Context: an optimization exercise on an open-source flow, tuned for small area. The choices shown serve that exercise and are no tape-out recipe.
RTL that was checked went through simulation tests only; none was proved equivalent to the original.
Power is estimated from default activity; no workload was simulated.

== main ==
==> module xtea_top, before the edit <==
module xtea_top(
    input clock, reset, cfg, start,
    input[127:0] data_i, key,
    output busy, ready,
    output[127:0] data_o
);
localparam [31:0] DELTA  = 32'h9E3779B9;
localparam [31:0] NDELTA = 32'h61C88647;
localparam [31:0] DSUM0  = 32'hC6EF3720;
reg busy_r, busyn_r;
reg enc;
reg [4:0] t;
reg [6:0] P;
reg [127:0] R;       
reg [127:0] K;       
reg [1:0] c1, c2;    
reg [2:0] ck;        
reg [4:0] w;         
reg [1:0] V;         
assign busy = busy_r;
assign ready = ready_r;
assign data_o = R;
wire b  = busy_r;
wire bn = busyn_r;
wire pol = ~t[0];
wire last  = &t;
wire first = ~|t;
wire ready_r = busy_r & first & P[6] & P[1] & ~(P[0] ^ enc);
wire tge4  = t[4] | t[3] | t[2];
wire tle26 = ~(t[4] & t[3] & (t[2] | (t[1] & t[0])));
wire p65   = P[6] & P[0];
wire p66   = P[6] & P[1];
wire copy  = p65 | (enc ? p66 : ~|P);
wire fin   = P[6] & (P[1] | P[0] | ~enc);
wire [5:0] r = P[6:1];
wire r4  = ~r[5] & ~r[4] & ~r[3] &  r[2] & ~r[1] & ~r[0];
wire r8  = ~r[5] & ~r[4] &  r[3] & ~r[2] & ~r[1] & ~r[0];
wire r9  = ~r[5] & ~r[4] &  r[3] & ~r[2] & ~r[1] &  r[0];
wire r13 = ~r[5] & ~r[4] &  r[3] &  r[2] & ~r[1] &  r[0];
wire r18 = ~r[5] &  r[4] & ~r[3] & ~r[2] &  r[1] & ~r[0];
wire r22 = ~r[5] &  r[4] & ~r[3] &  r[2] &  r[1] & ~r[0];
wire r23 = ~r[5] &  r[4] & ~r[3] &  r[2] &  r[1] &  r[0];
wire r27 = ~r[5] &  r[4] &  r[3] & ~r[2] &  r[1] &  r[0];
wire vhold = r4 | r13 | r18 | r27 | (enc ? (r9 | r23) : (r8 | r22));
wire [1:0] sela = {r[1] ^ (r[0] & ~enc), r[0]};
wire [1:0] sel  = (P[0] ^ enc) ? V : sela;
wire kbit = sel[1] ? (sel[0] ? K[96] : K[64]) : (sel[0] ? K[32] : K[0]);
wire ktrue = kbit ^ pol;
wire d0   = enc ? DELTA[t] : NDELTA[t];
wire cbit = ~enc & DSUM0[t];
wire [2:0] ckin = ck & {3{~first}};
wire a0 = (r[0] & d0) | (r[5] & w[4]);
wire a1 = r[1] & w[0];
wire a2 = r[2] & w[1];
wire a3 = r[3] & w[2];
wire a4 = r[4] & w[3];
wire s1 = a0 ^ a1 ^ a2,       q1 = (a0 & a1) | (a0 & a2) | (a1 & a2);
wire s2 = a3 ^ a4 ^ cbit,     q2 = (a3 & a4) | (a3 & cbit) | (a4 & cbit);
wire s3 = ktrue ^ ckin[0] ^ s1, q3 = (ktrue & ckin[0]) | (ktrue & s1) | (ckin[0] & s1);
wire kk = s2 ^ s3;
wire q4 = s2 & s3;
wire u1 = q1 ^ q2 ^ q3,       v1 = (q1 & q2) | (q1 & q3) | (q2 & q3);
wire n0 = q4 ^ ckin[1] ^ u1,  v2 = (q4 & ckin[1]) | (q4 & u1) | (ckin[1] & u1);
wire n1 = v1 ^ v2 ^ ckin[2],  n2 = (v1 & v2) | (v1 & ckin[2]) | (v2 & ckin[2]);
wire sub = ~enc;
wire [1:0] xn;
wire [1:0] c1n, c2n;
genvar gj;
generate
    for (gj = 0; gj < 2; gj = gj + 1) begin : g_blk
        wire X   = R[64*gj + 0]  ^ pol;
        wire Yt  = R[64*gj + 32] ^ pol;
        wire Yp5 = R[64*gj + 37] ^ pol;
        wire Ym4 = R[64*gj + 28] ^ pol;
        wire f   = (Ym4 & tge4) ^ (Yp5 & tle26);
        wire c1i = c1[gj] & ~first;
        wire m   = f ^ Yt ^ c1i;
        assign c1n[gj] = (f & Yt) | (f & c1i) | (Yt & c1i);
        wire z   = (m ^ kk) & ~copy;
        wire zz  = z ^ sub;
        wire c2i = first ? sub : c2[gj];
        wire xv  = X ^ zz ^ c2i;
        assign c2n[gj] = (X & zz) | (X & c2i) | (zz & c2i);
        assign xn[gj] = xv ^ t[0] ^ fin;
    end
endgenerate
always @(posedge clock, posedge reset) begin
    if (reset) begin
        busy_r  <= 1'b0;
        busyn_r <= 1'b1;
    end else begin
        busy_r  <= b ? ~ready_r : start;
        busyn_r <= b ? ready_r : ~start;
    end
end
wire [127:0] Kn = {K[96], K[127:97], K[64], K[95:65], K[32], K[63:33], K[0], K[31:1]};
wire [127:0] Rn = {1'b0, R[127:65], 1'b0, R[63:1]};
wire [127:0] Rl = ~((Rn | {128{bn}}) & (data_i | {128{b}}));
always @(posedge clock) begin
    K <= ~((Kn | {128{bn}}) & (key | {128{b}}));
    R[62:0]   <= Rl[62:0];
    R[126:64] <= Rl[126:64];
    R[63]  <= b ? xn[0] : ~data_i[63];
    R[127] <= b ? xn[1] : ~data_i[127];
    if (!b) begin
        enc <= cfg;
        V   <= {~cfg, 1'b0};
        {P, t} <= {6'd0, cfg, 5'd0};
    end else begin
        {P, t} <= {P, t} + 12'd1;
        if (last & P[0] & ~vhold)
            V <= {V[1] ^ V[0] ^ enc, ~V[0]};
    end
    c1 <= c1n;
    c2 <= c2n;
    ck <= {n2, n1, n0};
    w  <= {w[3:0], d0} & {5{~last}};
end
endmodule
clock: 10.0 ns
lec_check: 0
cap_margin: 20
core_margin: 2
core_utilization: 40
slew_margin: 20
standard.sh (not shown) runs the stock make flow with config.mk's settings and CLKGATE_MAP_FILE= SYNTH_SCRIPT=/design/flow/synth_recipe.tcl, a recipe that flattens the netlist after the stock synthesis.
==> flow/flow/run.sh <==
#!/bin/bash
# Standard ORFS layout (the standard.sh, standard synthesis unchanged) with
# smaller port buffers and a lighter clock tree.
set -euo pipefail
export BUFFER_PORTS_ARGS="-buffer_cell sky130_fd_sc_hd__buf_1"
export CTS_ARGS="-sink_clustering_enable -repair_clock_nets -dont_use_dummy_load -buf_list sky130_fd_sc_hd__clkbuf_4 -root_buf sky130_fd_sc_hd__clkbuf_4 -sink_clustering_size 8 -sink_clustering_max_diameter 50"
bash standard.sh > standard.log 2>&1
What the feature branch does differently from main at the input level:
--- a/flow/design.v
+++ b/flow/design.v
@@ -6,9 +6,9 @@
 );
 localparam [31:0] DELTA  = 32'h9E3779B9;
 localparam [31:0] NDELTA = 32'h61C88647;
 localparam [31:0] DSUM0  = 32'hC6EF3720;
-reg busy_r, busyn_r;
+reg busy_r, busyn_r, ready_r;
 reg enc;
 reg [4:0] t;
 reg [6:0] P;
 reg [127:0] R;       
@@ -24,13 +24,13 @@
 wire bn = busyn_r;
 wire pol = ~t[0];
 wire last  = &t;
 wire first = ~|t;
-wire ready_r = busy_r & first & P[6] & P[1] & ~(P[0] ^ enc);
 wire tge4  = t[4] | t[3] | t[2];
 wire tle26 = ~(t[4] & t[3] & (t[2] | (t[1] & t[0])));
 wire p65   = P[6] & P[0];
 wire p66   = P[6] & P[1];
+wire endp  = enc ? p66 : p65;
 wire copy  = p65 | (enc ? p66 : ~|P);
 wire fin   = P[6] & (P[1] | P[0] | ~enc);
 wire [5:0] r = P[6:1];
 wire r4  = ~r[5] & ~r[4] & ~r[3] &  r[2] & ~r[1] & ~r[0];
@@ -87,11 +87,13 @@
 always @(posedge clock, posedge reset) begin
     if (reset) begin
         busy_r  <= 1'b0;
         busyn_r <= 1'b1;
+        ready_r <= 1'b0;
     end else begin
         busy_r  <= b ? ~ready_r : start;
         busyn_r <= b ? ready_r : ~start;
+        ready_r <= b & ~ready_r & last & endp;
     end
 end
 wire [127:0] Kn = {K[96], K[127:97], K[64], K[95:65], K[32], K[63:33], K[0], K[31:1]};
 wire [127:0] Rn = {1'b0, R[127:65], 1'b0, R[63:1]};
Notes after the runs:
The feature branch vs. main: sequential cell count now sits higher, actual slew at the worst max-slew pin went down 0.32 ns, switching component of the power now sits lower, length in cells of the worst reg-to-reg path went down, number of fillers in the final layout fell 9. Diff the feature branch..main | leftover overflow at the end of global routing | unchanged.
Function not checked in the feature branch: the RTL went through the layout flow alone.

==> what the ideal ports hide <==
In the flow no input, the clock included, has a driving cell. The finished layouts below were timed again as built, in two steps.
Step 1, drivers: a clkbuf_16 drives clock and a buf_2 each remaining input, both assumed.
Step 2 times the ports against the registers' clock, not the clock port: input delays grow and output delays shrink by t, the midpoint of the rising clock arrivals with the driver on.
Slacks: ideal ports / drivers / drivers and shift; pairs: ideal ports / drivers.
run | t, ns | setup slack, ns | worst setup path at the end
main | 0.655 | 5.097 / 5.097 / 5.097 | register to register
the feature branch | 0.664 | 5.166 / 5.166 / 5.166 | register to register
After both steps every run listed still meets setup and hold.
